This is an optimization exercise on Yosys and OpenROAD, whose aim is small area, a short achievable clock period and few clock cycles per item, not a production implementation.
The RTL of this run was laid out without a check of its function.
Power and IR drop assume default switching activity.

--- flow/design.v ---
module CompMul(
	input [31:0] Multiplicand_input,
	input [31:0] Multiplier_input,
	input run,
	input rst,
	input clk,
	output ready,
	output [63:0] Product_output
	);
	reg [31:0] Mn;        
	reg [31:0] PL;        
	reg [31:0] S;         
	reg [31:0] C;         
	reg [7:0] LC;        
	reg CF;               
	reg [7:0] BBn;       
	reg [7:0] BBp;       
	reg B0pz, B0nz;       
	reg iter, fin, done;
	reg [1:0] cnt;
	wire idle = ~(iter | fin | done);
	assign ready = done;
	assign Product_output = {S, PL};
	wire [9:0] lo_sum2 = {1'b0, PL[31:24], 1'b1} + {1'b0, LC, CF};
	wire [8:0] lo_sum = lo_sum2[9:1];
	wire lo_cout = lo_sum[8];
	wire [40:0] fin_sum2 = {S, PL[31:24], 1'b1} + {C, LC, CF};
	wire [31:0] hi_sum = fin_sum2[40:9];
	wire [7:0] fin_lo = fin_sum2[8:1];
	wire [31:0] pp0 = {~Mn[31:24] & {8{B0pz}}, ~(Mn[23:16] | {8{B0nz}}), ~Mn[15:8] & {8{BBp[0]}}, ~(Mn[7:0] | {8{BBn[0]}})};
	wire [31:0] pp1 = {~Mn[31:16] & {16{BBp[1]}}, ~(Mn[15:0] | {16{BBn[1]}})};
	wire [31:0] pp2 = {~Mn[31:16] & {16{BBp[2]}}, ~(Mn[15:0] | {16{BBn[2]}})};
	wire [31:0] pp3 = {~Mn[31:16] & {16{BBp[3]}}, ~(Mn[15:0] | {16{BBn[3]}})};
	wire [31:0] pp4 = {~Mn[31:16] & {16{BBp[4]}}, ~(Mn[15:0] | {16{BBn[4]}})};
	wire [31:0] pp5 = {~Mn[31:16] & {16{BBp[5]}}, ~(Mn[15:0] | {16{BBn[5]}})};
	wire [31:0] pp6 = {~Mn[31:16] & {16{BBp[6]}}, ~(Mn[15:0] | {16{BBn[6]}})};
	wire [31:0] pp7 = {~Mn[31:16] & {16{BBp[7]}}, ~(Mn[15:0] | {16{BBn[7]}})};
	wire fs0, fc0;
	FA u_fs0 (.a(S[0]), .b(C[0]), .c(pp0[0]), .s(fs0), .co(fc0));
	wire fs1, fc1;
	FA u_fs1 (.a(S[1]), .b(C[1]), .c(pp0[1]), .s(fs1), .co(fc1));
	wire fs2, fc2;
	FA u_fs2 (.a(S[2]), .b(C[2]), .c(pp0[2]), .s(fs2), .co(fc2));
	wire fs3, fc3;
	FA u_fs3 (.a(S[3]), .b(C[3]), .c(pp0[3]), .s(fs3), .co(fc3));
	wire fs4, fc4;
	FA u_fs4 (.a(S[4]), .b(C[4]), .c(pp0[4]), .s(fs4), .co(fc4));
	wire fs5, fc5;
	FA u_fs5 (.a(S[5]), .b(C[5]), .c(pp0[5]), .s(fs5), .co(fc5));
	wire fs6, fc6;
	FA u_fs6 (.a(S[6]), .b(C[6]), .c(pp0[6]), .s(fs6), .co(fc6));
	wire fs7, fc7;
	FA u_fs7 (.a(S[7]), .b(C[7]), .c(pp0[7]), .s(fs7), .co(fc7));
	wire fs8, fc8;
	FA u_fs8 (.a(S[8]), .b(C[8]), .c(pp0[8]), .s(fs8), .co(fc8));
	wire fs9, fc9;
	FA u_fs9 (.a(S[9]), .b(C[9]), .c(pp0[9]), .s(fs9), .co(fc9));
	wire fs10, fc10;
	FA u_fs10 (.a(S[10]), .b(C[10]), .c(pp0[10]), .s(fs10), .co(fc10));
	wire fs11, fc11;
	FA u_fs11 (.a(S[11]), .b(C[11]), .c(pp0[11]), .s(fs11), .co(fc11));
	wire fs12, fc12;
	FA u_fs12 (.a(S[12]), .b(C[12]), .c(pp0[12]), .s(fs12), .co(fc12));
	wire fs13, fc13;
	FA u_fs13 (.a(S[13]), .b(C[13]), .c(pp0[13]), .s(fs13), .co(fc13));
	wire fs14, fc14;
	FA u_fs14 (.a(S[14]), .b(C[14]), .c(pp0[14]), .s(fs14), .co(fc14));
	wire fs15, fc15;
	FA u_fs15 (.a(S[15]), .b(C[15]), .c(pp0[15]), .s(fs15), .co(fc15));
	wire fs16, fc16;
	FA u_fs16 (.a(S[16]), .b(C[16]), .c(pp0[16]), .s(fs16), .co(fc16));
	wire fs17, fc17;
	FA u_fs17 (.a(S[17]), .b(C[17]), .c(pp0[17]), .s(fs17), .co(fc17));
	wire fs18, fc18;
	FA u_fs18 (.a(S[18]), .b(C[18]), .c(pp0[18]), .s(fs18), .co(fc18));
	wire fs19, fc19;
	FA u_fs19 (.a(S[19]), .b(C[19]), .c(pp0[19]), .s(fs19), .co(fc19));
	wire fs20, fc20;
	FA u_fs20 (.a(S[20]), .b(C[20]), .c(pp0[20]), .s(fs20), .co(fc20));
	wire fs21, fc21;
	FA u_fs21 (.a(S[21]), .b(C[21]), .c(pp0[21]), .s(fs21), .co(fc21));
	wire fs22, fc22;
	FA u_fs22 (.a(S[22]), .b(C[22]), .c(pp0[22]), .s(fs22), .co(fc22));
	wire fs23, fc23;
	FA u_fs23 (.a(S[23]), .b(C[23]), .c(pp0[23]), .s(fs23), .co(fc23));
	wire fs24, fc24;
	FA u_fs24 (.a(S[24]), .b(C[24]), .c(pp0[24]), .s(fs24), .co(fc24));
	wire fs25, fc25;
	FA u_fs25 (.a(S[25]), .b(C[25]), .c(pp0[25]), .s(fs25), .co(fc25));
	wire fs26, fc26;
	FA u_fs26 (.a(S[26]), .b(C[26]), .c(pp0[26]), .s(fs26), .co(fc26));
	wire fs27, fc27;
	FA u_fs27 (.a(S[27]), .b(C[27]), .c(pp0[27]), .s(fs27), .co(fc27));
	wire fs28, fc28;
	FA u_fs28 (.a(S[28]), .b(C[28]), .c(pp0[28]), .s(fs28), .co(fc28));
	wire fs29, fc29;
	FA u_fs29 (.a(S[29]), .b(C[29]), .c(pp0[29]), .s(fs29), .co(fc29));
	wire fs30, fc30;
	FA u_fs30 (.a(S[30]), .b(C[30]), .c(pp0[30]), .s(fs30), .co(fc30));
	wire fs31, fc31;
	FA u_fs31 (.a(S[31]), .b(C[31]), .c(pp0[31]), .s(fs31), .co(fc31));
	wire hs0, hc0;
	HA u_hs0 (.a(fc4), .b(fs5), .s(hs0), .co(hc0));
	wire fs32, fc32;
	FA u_fs32 (.a(fc5), .b(fs6), .c(pp1[5]), .s(fs32), .co(fc32));
	wire hs1, hc1;
	HA u_hs1 (.a(pp2[4]), .b(pp3[3]), .s(hs1), .co(hc1));
	wire fs33, fc33;
	FA u_fs33 (.a(fc6), .b(fs7), .c(pp1[6]), .s(fs33), .co(fc33));
	wire fs34, fc34;
	FA u_fs34 (.a(pp2[5]), .b(pp3[4]), .c(pp4[3]), .s(fs34), .co(fc34));
	wire hs2, hc2;
	HA u_hs2 (.a(pp5[2]), .b(pp6[1]), .s(hs2), .co(hc2));
	wire fs35, fc35;
	FA u_fs35 (.a(fc7), .b(fs8), .c(pp1[7]), .s(fs35), .co(fc35));
	wire fs36, fc36;
	FA u_fs36 (.a(pp2[6]), .b(pp3[5]), .c(pp4[4]), .s(fs36), .co(fc36));
	wire fs37, fc37;
	FA u_fs37 (.a(pp5[3]), .b(pp6[2]), .c(pp7[1]), .s(fs37), .co(fc37));
	wire fs38, fc38;
	FA u_fs38 (.a(fc8), .b(fs9), .c(pp1[8]), .s(fs38), .co(fc38));
	wire fs39, fc39;
	FA u_fs39 (.a(pp2[7]), .b(pp3[6]), .c(pp4[5]), .s(fs39), .co(fc39));
	wire fs40, fc40;
	FA u_fs40 (.a(pp5[4]), .b(pp6[3]), .c(pp7[2]), .s(fs40), .co(fc40));
	wire fs41, fc41;
	FA u_fs41 (.a(fc9), .b(fs10), .c(pp1[9]), .s(fs41), .co(fc41));
	wire fs42, fc42;
	FA u_fs42 (.a(pp2[8]), .b(pp3[7]), .c(pp4[6]), .s(fs42), .co(fc42));
	wire fs43, fc43;
	FA u_fs43 (.a(pp5[5]), .b(pp6[4]), .c(pp7[3]), .s(fs43), .co(fc43));
	wire fs44, fc44;
	FA u_fs44 (.a(fc10), .b(fs11), .c(pp1[10]), .s(fs44), .co(fc44));
	wire fs45, fc45;
	FA u_fs45 (.a(pp2[9]), .b(pp3[8]), .c(pp4[7]), .s(fs45), .co(fc45));
	wire fs46, fc46;
	FA u_fs46 (.a(pp5[6]), .b(pp6[5]), .c(pp7[4]), .s(fs46), .co(fc46));
	wire fs47, fc47;
	FA u_fs47 (.a(fc11), .b(fs12), .c(pp1[11]), .s(fs47), .co(fc47));
	wire fs48, fc48;
	FA u_fs48 (.a(pp2[10]), .b(pp3[9]), .c(pp4[8]), .s(fs48), .co(fc48));
	wire fs49, fc49;
	FA u_fs49 (.a(pp5[7]), .b(pp6[6]), .c(pp7[5]), .s(fs49), .co(fc49));
	wire fs50, fc50;
	FA u_fs50 (.a(fc12), .b(fs13), .c(pp1[12]), .s(fs50), .co(fc50));
	wire fs51, fc51;
	FA u_fs51 (.a(pp2[11]), .b(pp3[10]), .c(pp4[9]), .s(fs51), .co(fc51));
	wire fs52, fc52;
	FA u_fs52 (.a(pp5[8]), .b(pp6[7]), .c(pp7[6]), .s(fs52), .co(fc52));
	wire fs53, fc53;
	FA u_fs53 (.a(fc13), .b(fs14), .c(pp1[13]), .s(fs53), .co(fc53));
	wire fs54, fc54;
	FA u_fs54 (.a(pp2[12]), .b(pp3[11]), .c(pp4[10]), .s(fs54), .co(fc54));
	wire fs55, fc55;
	FA u_fs55 (.a(pp5[9]), .b(pp6[8]), .c(pp7[7]), .s(fs55), .co(fc55));
	wire fs56, fc56;
	FA u_fs56 (.a(fc14), .b(fs15), .c(pp1[14]), .s(fs56), .co(fc56));
	wire fs57, fc57;
	FA u_fs57 (.a(pp2[13]), .b(pp3[12]), .c(pp4[11]), .s(fs57), .co(fc57));
	wire fs58, fc58;
	FA u_fs58 (.a(pp5[10]), .b(pp6[9]), .c(pp7[8]), .s(fs58), .co(fc58));
	wire fs59, fc59;
	FA u_fs59 (.a(fc15), .b(fs16), .c(pp1[15]), .s(fs59), .co(fc59));
	wire fs60, fc60;
	FA u_fs60 (.a(pp2[14]), .b(pp3[13]), .c(pp4[12]), .s(fs60), .co(fc60));
	wire fs61, fc61;
	FA u_fs61 (.a(pp5[11]), .b(pp6[10]), .c(pp7[9]), .s(fs61), .co(fc61));
	wire fs62, fc62;
	FA u_fs62 (.a(fc16), .b(fs17), .c(pp1[16]), .s(fs62), .co(fc62));
	wire fs63, fc63;
	FA u_fs63 (.a(pp2[15]), .b(pp3[14]), .c(pp4[13]), .s(fs63), .co(fc63));
	wire fs64, fc64;
	FA u_fs64 (.a(pp5[12]), .b(pp6[11]), .c(pp7[10]), .s(fs64), .co(fc64));
	wire fs65, fc65;
	FA u_fs65 (.a(fc17), .b(fs18), .c(pp1[17]), .s(fs65), .co(fc65));
	wire fs66, fc66;
	FA u_fs66 (.a(pp2[16]), .b(pp3[15]), .c(pp4[14]), .s(fs66), .co(fc66));
	wire fs67, fc67;
	FA u_fs67 (.a(pp5[13]), .b(pp6[12]), .c(pp7[11]), .s(fs67), .co(fc67));
	wire fs68, fc68;
	FA u_fs68 (.a(fc18), .b(fs19), .c(pp1[18]), .s(fs68), .co(fc68));
	wire fs69, fc69;
	FA u_fs69 (.a(pp2[17]), .b(pp3[16]), .c(pp4[15]), .s(fs69), .co(fc69));
	wire fs70, fc70;
	FA u_fs70 (.a(pp5[14]), .b(pp6[13]), .c(pp7[12]), .s(fs70), .co(fc70));
	wire fs71, fc71;
	FA u_fs71 (.a(fc19), .b(fs20), .c(pp1[19]), .s(fs71), .co(fc71));
	wire fs72, fc72;
	FA u_fs72 (.a(pp2[18]), .b(pp3[17]), .c(pp4[16]), .s(fs72), .co(fc72));
	wire fs73, fc73;
	FA u_fs73 (.a(pp5[15]), .b(pp6[14]), .c(pp7[13]), .s(fs73), .co(fc73));
	wire fs74, fc74;
	FA u_fs74 (.a(fc20), .b(fs21), .c(pp1[20]), .s(fs74), .co(fc74));
	wire fs75, fc75;
	FA u_fs75 (.a(pp2[19]), .b(pp3[18]), .c(pp4[17]), .s(fs75), .co(fc75));
	wire fs76, fc76;
	FA u_fs76 (.a(pp5[16]), .b(pp6[15]), .c(pp7[14]), .s(fs76), .co(fc76));
	wire fs77, fc77;
	FA u_fs77 (.a(fc21), .b(fs22), .c(pp1[21]), .s(fs77), .co(fc77));
	wire fs78, fc78;
	FA u_fs78 (.a(pp2[20]), .b(pp3[19]), .c(pp4[18]), .s(fs78), .co(fc78));
	wire fs79, fc79;
	FA u_fs79 (.a(pp5[17]), .b(pp6[16]), .c(pp7[15]), .s(fs79), .co(fc79));
	wire fs80, fc80;
	FA u_fs80 (.a(fc22), .b(fs23), .c(pp1[22]), .s(fs80), .co(fc80));
	wire fs81, fc81;
	FA u_fs81 (.a(pp2[21]), .b(pp3[20]), .c(pp4[19]), .s(fs81), .co(fc81));
	wire fs82, fc82;
	FA u_fs82 (.a(pp5[18]), .b(pp6[17]), .c(pp7[16]), .s(fs82), .co(fc82));
	wire fs83, fc83;
	FA u_fs83 (.a(fc23), .b(fs24), .c(pp1[23]), .s(fs83), .co(fc83));
	wire fs84, fc84;
	FA u_fs84 (.a(pp2[22]), .b(pp3[21]), .c(pp4[20]), .s(fs84), .co(fc84));
	wire fs85, fc85;
	FA u_fs85 (.a(pp5[19]), .b(pp6[18]), .c(pp7[17]), .s(fs85), .co(fc85));
	wire fs86, fc86;
	FA u_fs86 (.a(fc24), .b(fs25), .c(pp1[24]), .s(fs86), .co(fc86));
	wire fs87, fc87;
	FA u_fs87 (.a(pp2[23]), .b(pp3[22]), .c(pp4[21]), .s(fs87), .co(fc87));
	wire fs88, fc88;
	FA u_fs88 (.a(pp5[20]), .b(pp6[19]), .c(pp7[18]), .s(fs88), .co(fc88));
	wire fs89, fc89;
	FA u_fs89 (.a(fc25), .b(fs26), .c(pp1[25]), .s(fs89), .co(fc89));
	wire fs90, fc90;
	FA u_fs90 (.a(pp2[24]), .b(pp3[23]), .c(pp4[22]), .s(fs90), .co(fc90));
	wire fs91, fc91;
	FA u_fs91 (.a(pp5[21]), .b(pp6[20]), .c(pp7[19]), .s(fs91), .co(fc91));
	wire fs92, fc92;
	FA u_fs92 (.a(fc26), .b(fs27), .c(pp1[26]), .s(fs92), .co(fc92));
	wire fs93, fc93;
	FA u_fs93 (.a(pp2[25]), .b(pp3[24]), .c(pp4[23]), .s(fs93), .co(fc93));
	wire fs94, fc94;
	FA u_fs94 (.a(pp5[22]), .b(pp6[21]), .c(pp7[20]), .s(fs94), .co(fc94));
	wire fs95, fc95;
	FA u_fs95 (.a(fc27), .b(fs28), .c(pp1[27]), .s(fs95), .co(fc95));
	wire fs96, fc96;
	FA u_fs96 (.a(pp2[26]), .b(pp3[25]), .c(pp4[24]), .s(fs96), .co(fc96));
	wire fs97, fc97;
	FA u_fs97 (.a(pp5[23]), .b(pp6[22]), .c(pp7[21]), .s(fs97), .co(fc97));
	wire fs98, fc98;
	FA u_fs98 (.a(fc28), .b(fs29), .c(pp1[28]), .s(fs98), .co(fc98));
	wire fs99, fc99;
	FA u_fs99 (.a(pp2[27]), .b(pp3[26]), .c(pp4[25]), .s(fs99), .co(fc99));
	wire fs100, fc100;
	FA u_fs100 (.a(pp5[24]), .b(pp6[23]), .c(pp7[22]), .s(fs100), .co(fc100));
	wire fs101, fc101;
	FA u_fs101 (.a(fc29), .b(fs30), .c(pp1[29]), .s(fs101), .co(fc101));
	wire fs102, fc102;
	FA u_fs102 (.a(pp2[28]), .b(pp3[27]), .c(pp4[26]), .s(fs102), .co(fc102));
	wire fs103, fc103;
	FA u_fs103 (.a(pp5[25]), .b(pp6[24]), .c(pp7[23]), .s(fs103), .co(fc103));
	wire fs104, fc104;
	FA u_fs104 (.a(fc30), .b(fs31), .c(pp1[30]), .s(fs104), .co(fc104));
	wire fs105, fc105;
	FA u_fs105 (.a(pp2[29]), .b(pp3[28]), .c(pp4[27]), .s(fs105), .co(fc105));
	wire fs106, fc106;
	FA u_fs106 (.a(pp5[26]), .b(pp6[25]), .c(pp7[24]), .s(fs106), .co(fc106));
	wire fs107, fc107;
	FA u_fs107 (.a(fc31), .b(pp1[31]), .c(pp2[30]), .s(fs107), .co(fc107));
	wire fs108, fc108;
	FA u_fs108 (.a(pp3[29]), .b(pp4[28]), .c(pp5[27]), .s(fs108), .co(fc108));
	wire hs3, hc3;
	HA u_hs3 (.a(pp6[26]), .b(pp7[25]), .s(hs3), .co(hc3));
	wire fs109, fc109;
	FA u_fs109 (.a(pp2[31]), .b(pp3[30]), .c(pp4[29]), .s(fs109), .co(fc109));
	wire hs4, hc4;
	HA u_hs4 (.a(pp5[28]), .b(pp6[27]), .s(hs4), .co(hc4));
	wire hs5, hc5;
	HA u_hs5 (.a(pp3[31]), .b(pp4[30]), .s(hs5), .co(hc5));
	wire hs6, hc6;
	HA u_hs6 (.a(fc2), .b(fs3), .s(hs6), .co(hc6));
	wire fs110, fc110;
	FA u_fs110 (.a(fc3), .b(fs4), .c(pp1[3]), .s(fs110), .co(fc110));
	wire hs7, hc7;
	HA u_hs7 (.a(pp2[2]), .b(pp3[1]), .s(hs7), .co(hc7));
	wire fs111, fc111;
	FA u_fs111 (.a(pp1[4]), .b(pp2[3]), .c(pp3[2]), .s(fs111), .co(fc111));
	wire fs112, fc112;
	FA u_fs112 (.a(pp4[1]), .b(pp5[0]), .c(hs0), .s(fs112), .co(fc112));
	wire fs113, fc113;
	FA u_fs113 (.a(pp4[2]), .b(pp5[1]), .c(pp6[0]), .s(fs113), .co(fc113));
	wire fs114, fc114;
	FA u_fs114 (.a(hc0), .b(hs1), .c(fs32), .s(fs114), .co(fc114));
	wire fs115, fc115;
	FA u_fs115 (.a(pp7[0]), .b(hc1), .c(hs2), .s(fs115), .co(fc115));
	wire fs116, fc116;
	FA u_fs116 (.a(fc32), .b(fs33), .c(fs34), .s(fs116), .co(fc116));
	wire fs117, fc117;
	FA u_fs117 (.a(hc2), .b(fc33), .c(fc34), .s(fs117), .co(fc117));
	wire fs118, fc118;
	FA u_fs118 (.a(fs35), .b(fs36), .c(fs37), .s(fs118), .co(fc118));
	wire fs119, fc119;
	FA u_fs119 (.a(fc35), .b(fc36), .c(fc37), .s(fs119), .co(fc119));
	wire fs120, fc120;
	FA u_fs120 (.a(fs38), .b(fs39), .c(fs40), .s(fs120), .co(fc120));
	wire fs121, fc121;
	FA u_fs121 (.a(fc38), .b(fc39), .c(fc40), .s(fs121), .co(fc121));
	wire fs122, fc122;
	FA u_fs122 (.a(fs41), .b(fs42), .c(fs43), .s(fs122), .co(fc122));
	wire fs123, fc123;
	FA u_fs123 (.a(fc41), .b(fc42), .c(fc43), .s(fs123), .co(fc123));
	wire fs124, fc124;
	FA u_fs124 (.a(fs44), .b(fs45), .c(fs46), .s(fs124), .co(fc124));
	wire fs125, fc125;
	FA u_fs125 (.a(fc44), .b(fc45), .c(fc46), .s(fs125), .co(fc125));
	wire fs126, fc126;
	FA u_fs126 (.a(fs47), .b(fs48), .c(fs49), .s(fs126), .co(fc126));
	wire fs127, fc127;
	FA u_fs127 (.a(fc47), .b(fc48), .c(fc49), .s(fs127), .co(fc127));
	wire fs128, fc128;
	FA u_fs128 (.a(fs50), .b(fs51), .c(fs52), .s(fs128), .co(fc128));
	wire fs129, fc129;
	FA u_fs129 (.a(fc50), .b(fc51), .c(fc52), .s(fs129), .co(fc129));
	wire fs130, fc130;
	FA u_fs130 (.a(fs53), .b(fs54), .c(fs55), .s(fs130), .co(fc130));
	wire fs131, fc131;
	FA u_fs131 (.a(fc53), .b(fc54), .c(fc55), .s(fs131), .co(fc131));
	wire fs132, fc132;
	FA u_fs132 (.a(fs56), .b(fs57), .c(fs58), .s(fs132), .co(fc132));
	wire fs133, fc133;
	FA u_fs133 (.a(fc56), .b(fc57), .c(fc58), .s(fs133), .co(fc133));
	wire fs134, fc134;
	FA u_fs134 (.a(fs59), .b(fs60), .c(fs61), .s(fs134), .co(fc134));
	wire fs135, fc135;
	FA u_fs135 (.a(fc59), .b(fc60), .c(fc61), .s(fs135), .co(fc135));
	wire fs136, fc136;
	FA u_fs136 (.a(fs62), .b(fs63), .c(fs64), .s(fs136), .co(fc136));
	wire fs137, fc137;
	FA u_fs137 (.a(fc62), .b(fc63), .c(fc64), .s(fs137), .co(fc137));
	wire fs138, fc138;
	FA u_fs138 (.a(fs65), .b(fs66), .c(fs67), .s(fs138), .co(fc138));
	wire fs139, fc139;
	FA u_fs139 (.a(fc65), .b(fc66), .c(fc67), .s(fs139), .co(fc139));
	wire fs140, fc140;
	FA u_fs140 (.a(fs68), .b(fs69), .c(fs70), .s(fs140), .co(fc140));
	wire fs141, fc141;
	FA u_fs141 (.a(fc68), .b(fc69), .c(fc70), .s(fs141), .co(fc141));
	wire fs142, fc142;
	FA u_fs142 (.a(fs71), .b(fs72), .c(fs73), .s(fs142), .co(fc142));
	wire fs143, fc143;
	FA u_fs143 (.a(fc71), .b(fc72), .c(fc73), .s(fs143), .co(fc143));
	wire fs144, fc144;
	FA u_fs144 (.a(fs74), .b(fs75), .c(fs76), .s(fs144), .co(fc144));
	wire fs145, fc145;
	FA u_fs145 (.a(fc74), .b(fc75), .c(fc76), .s(fs145), .co(fc145));
	wire fs146, fc146;
	FA u_fs146 (.a(fs77), .b(fs78), .c(fs79), .s(fs146), .co(fc146));
	wire fs147, fc147;
	FA u_fs147 (.a(fc77), .b(fc78), .c(fc79), .s(fs147), .co(fc147));
	wire fs148, fc148;
	FA u_fs148 (.a(fs80), .b(fs81), .c(fs82), .s(fs148), .co(fc148));
	wire fs149, fc149;
	FA u_fs149 (.a(fc80), .b(fc81), .c(fc82), .s(fs149), .co(fc149));
	wire fs150, fc150;
	FA u_fs150 (.a(fs83), .b(fs84), .c(fs85), .s(fs150), .co(fc150));
	wire fs151, fc151;
	FA u_fs151 (.a(fc83), .b(fc84), .c(fc85), .s(fs151), .co(fc151));
	wire fs152, fc152;
	FA u_fs152 (.a(fs86), .b(fs87), .c(fs88), .s(fs152), .co(fc152));
	wire fs153, fc153;
	FA u_fs153 (.a(fc86), .b(fc87), .c(fc88), .s(fs153), .co(fc153));
	wire fs154, fc154;
	FA u_fs154 (.a(fs89), .b(fs90), .c(fs91), .s(fs154), .co(fc154));
	wire fs155, fc155;
	FA u_fs155 (.a(fc89), .b(fc90), .c(fc91), .s(fs155), .co(fc155));
	wire fs156, fc156;
	FA u_fs156 (.a(fs92), .b(fs93), .c(fs94), .s(fs156), .co(fc156));
	wire fs157, fc157;
	FA u_fs157 (.a(fc92), .b(fc93), .c(fc94), .s(fs157), .co(fc157));
	wire fs158, fc158;
	FA u_fs158 (.a(fs95), .b(fs96), .c(fs97), .s(fs158), .co(fc158));
	wire fs159, fc159;
	FA u_fs159 (.a(fc95), .b(fc96), .c(fc97), .s(fs159), .co(fc159));
	wire fs160, fc160;
	FA u_fs160 (.a(fs100), .b(fs98), .c(fs99), .s(fs160), .co(fc160));
	wire fs161, fc161;
	FA u_fs161 (.a(fc100), .b(fc98), .c(fc99), .s(fs161), .co(fc161));
	wire fs162, fc162;
	FA u_fs162 (.a(fs101), .b(fs102), .c(fs103), .s(fs162), .co(fc162));
	wire fs163, fc163;
	FA u_fs163 (.a(fc101), .b(fc102), .c(fc103), .s(fs163), .co(fc163));
	wire fs164, fc164;
	FA u_fs164 (.a(fs104), .b(fs105), .c(fs106), .s(fs164), .co(fc164));
	wire fs165, fc165;
	FA u_fs165 (.a(hs3), .b(fc104), .c(fc105), .s(fs165), .co(fc165));
	wire fs166, fc166;
	FA u_fs166 (.a(fc106), .b(fs107), .c(fs108), .s(fs166), .co(fc166));
	wire fs167, fc167;
	FA u_fs167 (.a(pp7[26]), .b(hc3), .c(hs4), .s(fs167), .co(fc167));
	wire fs168, fc168;
	FA u_fs168 (.a(fc107), .b(fc108), .c(fs109), .s(fs168), .co(fc168));
	wire fs169, fc169;
	FA u_fs169 (.a(pp5[29]), .b(pp6[28]), .c(pp7[27]), .s(fs169), .co(fc169));
	wire fs170, fc170;
	FA u_fs170 (.a(hc4), .b(hs5), .c(fc109), .s(fs170), .co(fc170));
	wire fs171, fc171;
	FA u_fs171 (.a(pp4[31]), .b(pp5[30]), .c(pp6[29]), .s(fs171), .co(fc171));
	wire hs8, hc8;
	HA u_hs8 (.a(pp7[28]), .b(hc5), .s(hs8), .co(hc8));
	wire hs9, hc9;
	HA u_hs9 (.a(pp5[31]), .b(pp6[30]), .s(hs9), .co(hc9));
	wire hs10, hc10;
	HA u_hs10 (.a(fc1), .b(fs2), .s(hs10), .co(hc10));
	wire fs172, fc172;
	FA u_fs172 (.a(pp1[2]), .b(pp2[1]), .c(pp3[0]), .s(fs172), .co(fc172));
	wire fs173, fc173;
	FA u_fs173 (.a(pp4[0]), .b(hc6), .c(hs7), .s(fs173), .co(fc173));
	wire fs174, fc174;
	FA u_fs174 (.a(hc7), .b(fc110), .c(fs111), .s(fs174), .co(fc174));
	wire fs175, fc175;
	FA u_fs175 (.a(fc111), .b(fs113), .c(fc112), .s(fs175), .co(fc175));
	wire fs176, fc176;
	FA u_fs176 (.a(fc113), .b(fs115), .c(fc114), .s(fs176), .co(fc176));
	wire fs177, fc177;
	FA u_fs177 (.a(fc115), .b(fc116), .c(fs117), .s(fs177), .co(fc177));
	wire fs178, fc178;
	FA u_fs178 (.a(fc117), .b(fc118), .c(fs119), .s(fs178), .co(fc178));
	wire fs179, fc179;
	FA u_fs179 (.a(fc119), .b(fc120), .c(fs121), .s(fs179), .co(fc179));
	wire fs180, fc180;
	FA u_fs180 (.a(fc121), .b(fc122), .c(fs123), .s(fs180), .co(fc180));
	wire fs181, fc181;
	FA u_fs181 (.a(fc123), .b(fc124), .c(fs125), .s(fs181), .co(fc181));
	wire fs182, fc182;
	FA u_fs182 (.a(fc125), .b(fc126), .c(fs127), .s(fs182), .co(fc182));
	wire fs183, fc183;
	FA u_fs183 (.a(fc127), .b(fc128), .c(fs129), .s(fs183), .co(fc183));
	wire fs184, fc184;
	FA u_fs184 (.a(fc129), .b(fc130), .c(fs131), .s(fs184), .co(fc184));
	wire fs185, fc185;
	FA u_fs185 (.a(fc131), .b(fc132), .c(fs133), .s(fs185), .co(fc185));
	wire fs186, fc186;
	FA u_fs186 (.a(fc133), .b(fc134), .c(fs135), .s(fs186), .co(fc186));
	wire fs187, fc187;
	FA u_fs187 (.a(fc135), .b(fc136), .c(fs137), .s(fs187), .co(fc187));
	wire fs188, fc188;
	FA u_fs188 (.a(fc137), .b(fc138), .c(fs139), .s(fs188), .co(fc188));
	wire fs189, fc189;
	FA u_fs189 (.a(fc139), .b(fc140), .c(fs141), .s(fs189), .co(fc189));
	wire fs190, fc190;
	FA u_fs190 (.a(fc141), .b(fc142), .c(fs143), .s(fs190), .co(fc190));
	wire fs191, fc191;
	FA u_fs191 (.a(fc143), .b(fc144), .c(fs145), .s(fs191), .co(fc191));
	wire fs192, fc192;
	FA u_fs192 (.a(fc145), .b(fc146), .c(fs147), .s(fs192), .co(fc192));
	wire fs193, fc193;
	FA u_fs193 (.a(fc147), .b(fc148), .c(fs149), .s(fs193), .co(fc193));
	wire fs194, fc194;
	FA u_fs194 (.a(fc149), .b(fc150), .c(fs151), .s(fs194), .co(fc194));
	wire fs195, fc195;
	FA u_fs195 (.a(fc151), .b(fc152), .c(fs153), .s(fs195), .co(fc195));
	wire fs196, fc196;
	FA u_fs196 (.a(fc153), .b(fc154), .c(fs155), .s(fs196), .co(fc196));
	wire fs197, fc197;
	FA u_fs197 (.a(fc155), .b(fc156), .c(fs157), .s(fs197), .co(fc197));
	wire fs198, fc198;
	FA u_fs198 (.a(fc157), .b(fc158), .c(fs159), .s(fs198), .co(fc198));
	wire fs199, fc199;
	FA u_fs199 (.a(fc159), .b(fc160), .c(fs161), .s(fs199), .co(fc199));
	wire fs200, fc200;
	FA u_fs200 (.a(fc161), .b(fc162), .c(fs163), .s(fs200), .co(fc200));
	wire fs201, fc201;
	FA u_fs201 (.a(fc163), .b(fc164), .c(fs165), .s(fs201), .co(fc201));
	wire fs202, fc202;
	FA u_fs202 (.a(fs167), .b(fc165), .c(fc166), .s(fs202), .co(fc202));
	wire fs203, fc203;
	FA u_fs203 (.a(fs169), .b(fc167), .c(fc168), .s(fs203), .co(fc203));
	wire fs204, fc204;
	FA u_fs204 (.a(fc169), .b(fs171), .c(hs8), .s(fs204), .co(fc204));
	wire fs205, fc205;
	FA u_fs205 (.a(pp7[29]), .b(hs9), .c(fc171), .s(fs205), .co(fc205));
	wire hs11, hc11;
	HA u_hs11 (.a(pp6[31]), .b(pp7[30]), .s(hs11), .co(hc11));
	wire hs12, hc12;
	HA u_hs12 (.a(fc0), .b(fs1), .s(hs12), .co(hc12));
	wire fs206, fc206;
	FA u_fs206 (.a(pp1[1]), .b(pp2[0]), .c(hs10), .s(fs206), .co(fc206));
	wire fs207, fc207;
	FA u_fs207 (.a(hc10), .b(hs6), .c(fs172), .s(fs207), .co(fc207));
	wire fs208, fc208;
	FA u_fs208 (.a(fc172), .b(fs110), .c(fs173), .s(fs208), .co(fc208));
	wire fs209, fc209;
	FA u_fs209 (.a(fc173), .b(fs112), .c(fs174), .s(fs209), .co(fc209));
	wire fs210, fc210;
	FA u_fs210 (.a(fc174), .b(fs114), .c(fs175), .s(fs210), .co(fc210));
	wire fs211, fc211;
	FA u_fs211 (.a(fs116), .b(fc175), .c(fs176), .s(fs211), .co(fc211));
	wire fs212, fc212;
	FA u_fs212 (.a(fs118), .b(fc176), .c(fs177), .s(fs212), .co(fc212));
	wire fs213, fc213;
	FA u_fs213 (.a(fs120), .b(fc177), .c(fs178), .s(fs213), .co(fc213));
	wire fs214, fc214;
	FA u_fs214 (.a(fs122), .b(fc178), .c(fs179), .s(fs214), .co(fc214));
	wire fs215, fc215;
	FA u_fs215 (.a(fs124), .b(fc179), .c(fs180), .s(fs215), .co(fc215));
	wire fs216, fc216;
	FA u_fs216 (.a(fs126), .b(fc180), .c(fs181), .s(fs216), .co(fc216));
	wire fs217, fc217;
	FA u_fs217 (.a(fs128), .b(fc181), .c(fs182), .s(fs217), .co(fc217));
	wire fs218, fc218;
	FA u_fs218 (.a(fs130), .b(fc182), .c(fs183), .s(fs218), .co(fc218));
	wire fs219, fc219;
	FA u_fs219 (.a(fs132), .b(fc183), .c(fs184), .s(fs219), .co(fc219));
	wire fs220, fc220;
	FA u_fs220 (.a(fs134), .b(fc184), .c(fs185), .s(fs220), .co(fc220));
	wire fs221, fc221;
	FA u_fs221 (.a(fs136), .b(fc185), .c(fs186), .s(fs221), .co(fc221));
	wire fs222, fc222;
	FA u_fs222 (.a(fs138), .b(fc186), .c(fs187), .s(fs222), .co(fc222));
	wire fs223, fc223;
	FA u_fs223 (.a(fs140), .b(fc187), .c(fs188), .s(fs223), .co(fc223));
	wire fs224, fc224;
	FA u_fs224 (.a(fs142), .b(fc188), .c(fs189), .s(fs224), .co(fc224));
	wire fs225, fc225;
	FA u_fs225 (.a(fs144), .b(fc189), .c(fs190), .s(fs225), .co(fc225));
	wire fs226, fc226;
	FA u_fs226 (.a(fs146), .b(fc190), .c(fs191), .s(fs226), .co(fc226));
	wire fs227, fc227;
	FA u_fs227 (.a(fs148), .b(fc191), .c(fs192), .s(fs227), .co(fc227));
	wire fs228, fc228;
	FA u_fs228 (.a(fs150), .b(fc192), .c(fs193), .s(fs228), .co(fc228));
	wire fs229, fc229;
	FA u_fs229 (.a(fs152), .b(fc193), .c(fs194), .s(fs229), .co(fc229));
	wire fs230, fc230;
	FA u_fs230 (.a(fs154), .b(fc194), .c(fs195), .s(fs230), .co(fc230));
	wire fs231, fc231;
	FA u_fs231 (.a(fs156), .b(fc195), .c(fs196), .s(fs231), .co(fc231));
	wire fs232, fc232;
	FA u_fs232 (.a(fs158), .b(fc196), .c(fs197), .s(fs232), .co(fc232));
	wire fs233, fc233;
	FA u_fs233 (.a(fs160), .b(fc197), .c(fs198), .s(fs233), .co(fc233));
	wire fs234, fc234;
	FA u_fs234 (.a(fs162), .b(fc198), .c(fs199), .s(fs234), .co(fc234));
	wire fs235, fc235;
	FA u_fs235 (.a(fs164), .b(fc199), .c(fs200), .s(fs235), .co(fc235));
	wire fs236, fc236;
	FA u_fs236 (.a(fs166), .b(fc200), .c(fs201), .s(fs236), .co(fc236));
	wire fs237, fc237;
	FA u_fs237 (.a(fs168), .b(fc201), .c(fs202), .s(fs237), .co(fc237));
	wire fs238, fc238;
	FA u_fs238 (.a(fs170), .b(fc202), .c(fs203), .s(fs238), .co(fc238));
	wire fs239, fc239;
	FA u_fs239 (.a(fc170), .b(fs204), .c(fc203), .s(fs239), .co(fc239));
	wire fs240, fc240;
	FA u_fs240 (.a(hc8), .b(fs205), .c(fc204), .s(fs240), .co(fc240));
	wire fs241, fc241;
	FA u_fs241 (.a(hc9), .b(hs11), .c(fc205), .s(fs241), .co(fc241));
	wire hs13, hc13;
	HA u_hs13 (.a(pp7[31]), .b(hc11), .s(hs13), .co(hc13));
	wire [39:0] TS = {hc13, fc241, fc240, fc239, fc238, fc237, fc236, fc235, fc234, fc233, fc232, fc231, fc230, fc229, fc228, fc227, fc226, fc225, fc224, fc223, fc222, fc221, fc220, fc219, fc218, fc217, fc216, fc215, fc214, fc213, fc212, fc211, fc210, fc209, fc208, fc207, fc206, hc12, hs12, fs0};
	wire [39:0] TC = {1'b0, hs13, fs241, fs240, fs239, fs238, fs237, fs236, fs235, fs234, fs233, fs232, fs231, fs230, fs229, fs228, fs227, fs226, fs225, fs224, fs223, fs222, fs221, fs220, fs219, fs218, fs217, fs216, fs215, fs214, fs213, fs212, fs211, fs210, fs209, fs208, fs207, fs206, pp1[0], 1'b0};
	always @(posedge clk or posedge rst) begin
		if (rst) begin
			iter <= 1'b0;
			fin <= 1'b0;
			done <= 1'b0;
			cnt <= 2'd0;
		end else begin
			if (idle) begin
				if (run) iter <= 1'b1;
				cnt <= 2'd0;
			end else if (iter) begin
				cnt <= cnt + 2'd1;
				if (cnt == 2'd3) begin
					iter <= 1'b0;
					fin <= 1'b1;
				end
			end else if (fin) begin
				fin <= 1'b0;
				done <= 1'b1;
			end
		end
	end
	always @(posedge clk) begin
		Mn <= ~Multiplicand_input;
		BBn <= idle ? ~Multiplier_input[7:0] : ~PL[15:8];
		BBp <= idle ? Multiplier_input[7:0] : PL[15:8];
		B0pz <= ~(fin | done) & (idle ? Multiplier_input[0] : PL[8]);
		B0nz <= (fin | done) | ~(idle ? Multiplier_input[0] : PL[8]);
		if (iter) begin
			S <= TS[39:8];
			C <= TC[39:8];
			LC <= TC[7:0];
			CF <= lo_cout;
			PL <= {TS[7:0], lo_sum[7:0], PL[23:8]};
		end else if (idle) begin
			S <= 32'd0;
			C <= 32'd0;
			LC <= 8'd0;
			CF <= 1'b0;
			PL <= Multiplier_input;
		end else begin
			S <= hi_sum;
			C <= 32'd0;
			LC <= 8'd0;
			CF <= 1'b0;
			PL[31:24] <= fin_lo;
		end
	end
endmodule
module FA(input a, input b, input c, output s, output co);
	assign s = a ^ b ^ c;
	assign co = (a & b) | (a & c) | (b & c);
endmodule
module HA(input a, input b, output s, output co);
	assign s = a ^ b;
	assign co = a & b;
endmodule
--- flow/flow/run.sh ---
#!/bin/bash
# Own layout flow: the standard layout (standard.sh), with two changes:
#  - the port buffers that buffer_ports inserts are of the cell named in flow/knobs
#    (PORT_BUF) instead of the default pick;
#  - repair_timing aims for the setup margin named in flow/knobs (SETUP_MARGIN).
# Each make run writes its full output to a log file in this folder; ORFS's own
# per-step logs stay under orfs/logs/.
set -euo pipefail
source flow/knobs
bash standard.sh \
  "BUFFER_PORTS_ARGS=-buffer_cell $PORT_BUF" \
  "SETUP_SLACK_MARGIN=$SETUP_MARGIN" \
  finish > make_finish.log 2>&1
--- flow/flow/knobs ---
PORT_BUF=sky130_fd_sc_hd__buf_2
SETUP_MARGIN=7.0
--- flow/standard.sh ---
#!/bin/bash
# synth_recipe.tcl (not shown) runs the flow's synth.tcl, then flattens the netlist and writes it again
# the make line also repeats each setting of config.mk as NAME=value (left out here)
make -C /OpenROAD-flow-scripts/flow DESIGN_CONFIG=/design/flow/config.mk WORK_HOME=/design/flow/orfs CLKGATE_MAP_FILE= SYNTH_SCRIPT=/design/flow/synth_recipe.tcl "${@:-finish}"
--- flow/config.mk ---
export PLATFORM = sky130hd
export DESIGN_NAME = CompMul
export DESIGN_NICKNAME = CompMul
export VERILOG_FILES = /design/flow/design.v
export SDC_FILE = /design/flow/constraint.sdc
export NUM_CORES = 4
export LEC_CHECK = 0
export CAP_MARGIN = 20
export CORE_MARGIN = 2
export CORE_UTILIZATION = 40
export CTS_BUF_LIST = sky130_fd_sc_hd__clkbuf_4 sky130_fd_sc_hd__clkbuf_8
export SLEW_MARGIN = 20
export SYNTH_HIERARCHICAL = 1
export SYNTH_MINIMUM_KEEP_SIZE = 0
--- flow/constraint.sdc ---
create_clock -name core_clock -period 10.0 [get_ports {clk}]
set_input_delay 2.0000 -clock core_clock [delete_from_list [all_inputs] [get_ports {clk}]]
set_output_delay 2.0000 -clock core_clock [all_outputs]
set_load 0.01 [all_outputs]
==> key figures <==
Route
  • DR WL/cell: around 20 µm
  • Via Count: approximately 9,600
  • Antenna-violating nets left: 0
  • Drt initial violations: between 400 and 500
  • DRC Markers: 0
  • DRT Pass-1 Iters: 5
  • DRT Wirelength: approximately 37,000 µm
  • Via/cell ratio: slightly above 5

Critical path
  • Critical Path Start: B0nz
  • Worst Path Arrival: roughly 3.6 ns
  • Startpoint types: flop
  • Reg-to-reg critical path startpoint: B0nz
  • CP Class: flop to flop
  • Worst Path Required: a little over 10 ns
  • Largest fanout on the critical path: 8
  • CP endpoint kind: flop

Synth
  • Fraction of registers with async set/reset: between 3 and 4%
  • Net count after synthesis: 1,644
  • Mean Syn Cell Area: approximately 11 µm²
  • Most common cell in the netlist: fa_1
  • Yosys reg bits: between 150 and 200
  • Sequential area share after synthesis: between 20% and 30%
  • Top cells by area, synth: fa_1, dfxtp_1, nor2b_1
  • Yosys top cell by area: fa_1
  • Synthesized instance count: around 1,300
  • Ys Warns: 7
  • Synthesized area: between 10,000 and 15,000 µm²
  • EDFF count, synth: 24
  • Cell variety after synth: 57
  • Synth Flop Type: dfxtp_1
  • Yosys top cell area share: 35.8%
  • Synth top cells by count: fa_1, nor2_1, nor2b_1

Status
  • Status: timing/DRC/antenna clean

Placed design
  • Dpl hpwl: 27,700 µm
  • GPL Wtd Cong: 0.880
  • IO Port Bufs: about 130

Job
  • Maxcap violations: 0

Global route
  • Tot GR Track Use: between 20% and 30%
  • First-pass GRT wire length: slightly below 60,000 µm
  • Antenna violations before repair: 3
  • Largest net degree at the start of global routing: 88
  • Vias in the first global route: around 11,000
  • GR Overflow Total: 0

Clock network
  • CTS Buf Count: 17
  • Clk root buf: clkbuf_8
  • Clock buffer depth: 2
  • CTS H-tree depth: 4
  • CTS Sinks: ~160
  • # hold bufs at CTS: 0
  • Clock Latency Late Sink: around 0.5 ns
  • TritonCTS clock tree: done
  • Clk slew on worst S/H paths: ~0.11 ns

Power
  • PwrDens: 182 nW/µm²
  • Lkg Pwr: about 6.8 nW
  • Peak supply drop: 0.000118 V
  • Tot Pwr: roughly 0.0029 W

STA
  • Count of final hold-check violations: 0
  • Setup TNS Final: 0 ns
  • Least-Margin Pin Slew: between 0.8 and 0.9 ns
  • Rel. slew slack: 40.0%
  • Min Tclk post-route: about 3.2 ns
  • RSZ-0062 raised after global routing: true
  • F_max: ~310 MHz
  • Max-slew violations: 0
  • Period utilization: about a third
  • Post-Route Skew: a little under 0.02 ns
  • Setup violators final: 0

Finish
  • Share of cells above drive strength 1: ~34%
  • Fin nets: roughly 1,700
  • Area Overhead vs Synth: 19.3%

Die
  • IO Pins: about 130
  • Die Ht: around 190 µm
  • Initial Utilization: about two fifths
  • Area of the die: 35,300 µm²
  • Core Area: approximately 33,000 µm²
  • # rows: between 60 and 70
  • Die span in x: around 190 µm

Hold path
  • HP Start: cnt[0]
  • Worst hold path class: flop to flop
==> state kept, by name, indices dropped and copies added (netlist names) <==
name  count
cnt       2
iter      1
PL       32
BBp       8
Mn       32
B0pz      1
fin       1
S        32
done      1
B0nz      1
BBn       8
CF        1
LC        7
C        31
==> through the flow <==
| step | setup WS (ns) | std cells | utilization [%] | hold WS (ns) | area, µm² |
|---|---|---|---|---|---|
| global placement | 6.64 | 1788 | 44.2 | 0.479 | 14800 |
| finish | 6.78 | 1848 | 48.3 | 0.526 | 16100 |
| floorplan | 6.97 | 1281 | - | 0.468 | 13900 |
| global route | 6.71 | 1848 | 48.3 | 0.563 | 16100 |
| detailed placement | 6.61 | 1788 | 44.2 | 0.483 | 14800 |
| CTS | 6.80 | 1835 | 47.6 | 0.529 | 15900 |
==> worst max-delay path, cell delays in order (launching register included) <==
cell     delay, ns
dfxtp_4       0.46
buf_6         0.13
nor2_4        0.03
fa_1          0.52
fa_2          0.46
fa_2          0.38
fa_2          0.56
fa_2          0.42
and2_1        0.14
==> placed cells by master, fill, tap and decap left out, drive strengths merged, types with 5 or more instances in the layout <==
master,Yosys,final
mux2i,13,13
o211ai,5,5
clkinv,0,6
buf,3,159
inv,54,62
dfrtp,5,5
xnor2,21,21
fa,242,242
mux2,23,23
or4,5,5
nor2,154,154
clkbuf,70,17
nand4,13,13
edfxtp,24,24
o21ai,56,56
o21bai,10,10
a21o,25,25
a211oi,6,6
o21a,8,8
and2,39,39
o22ai,5,5
nor2b,132,132
ha,54,54
nor3,8,8
nand3,9,9
xor2,11,11
nand2,67,67
a21oi,46,46
dfxtp,129,129
==> kinds of logic (layout without fill, tap and decap cells) <==
logic type | after synthesis | in the layout | share of synthesized area (%)
other | 1 | 2 | 0.0277
AND/OR/NAND/NOR | 441 | 441 | 16.3
multiplexers | 36 | 36 | 2.87
buffers and inverters | 127 | 245 | 3.53
XOR/XNOR | 32 | 32 | 2.07
AO/OA/AOI/OAI | 190 | 190 | 9.16
flip-flops | 158 | 158 | 25.3
adder cells (fa/ha/maj) | 296 | 296 | 40.8
==> repair_timing <==
| item | in CTS | in global routing |
|---|---|---|
| setup endpoints to repair | 124 | 120 |
| buffers inserted | 15 | 12 |
| pin swaps | 79 | 22 |
| resized for setup | 220 | 58 |
==> area by class of cell <==
cell class / count / area [µm²]
diodes: 1 / 2.50
clock buffers: 17 / 234
clock inverters: 15 / 195
fillers: 3063 / 17300
inverters: 54 / 205
multi-input cells: 996 / 10200
flip-flops and latches: 158 / 3680
well taps: 448 / 561
repair buffers: 159 / 1110
==> Yosys stat by module (local to each module, per instance) <==
module   flip-flops and latches  copies in the design  cells inside  area (µm²)
CompMul                     158                     1          1025        8520
FA                            0                   242             1        20.0
HA                            0                    14             1        12.5
==> power by group <==
| group | switching (W) | total [W] | internal, W |
|---|---|---|---|
| Sequential | 0.000149 | 0.000923 | 0.000775 |
| Clock | 0.000305 | 0.000521 | 0.000216 |
| Combinational | 0.000758 | 0.00149 | 0.000730 |
| Total | 0.00121 | 0.00293 | 0.00172 |
==> worst paths after layout <==
check,end,slack [ns],cells past startpoint
setup / recovery,C[12],6.78,8
hold / removal,cnt[0],0.53,1
setup reg to reg,C[12],6.78,8
hold reg to reg,cnt[0],0.53,1
max in group asynchronous,iter,8.43,2
min in group asynchronous,cnt[0],1.37,2
==> metal layers <==
layer  wire length (µm)  up-vias  GRT usage (%)
met5                  0        -              0
met2              18200      219           36.2
met4                701        0           5.78
li1                   -     4402              -
met3               1550       39           3.61
met1              16300     4913           29.4

what the ideal ports hide:
In the flow no input, the clock included, has a driving cell. The finished layout below was timed again as built, in two steps. Step 1 (the two cells are an assumption about what drives the block):
set clk [get_ports {clk}]
set_driving_cell -lib_cell sky130_fd_sc_hd__clkbuf_16 $clk
set_driving_cell -lib_cell sky130_fd_sc_hd__buf_2 [delete_from_list [all_inputs] $clk]
Step 2 adds t to the input delays and takes it off the output delays; t is the mean of the earliest and latest rising clock arrival at the registers after step 1. Input paths then give back, and output paths get back, about the clock's delay inside the block. Slacks: ideal / step 1 / step 2; pairs: ideal / step 1.
t, ns: 0.536
slack for setup (ns): 6.780 / 6.780 / 6.780
clock arrival spread, ns: 0.020 / 0.019
After both steps this run still meets setup and hold. The setup slack of this run moves by 0.000 ns with the drivers and by 0.000 ns with both steps.
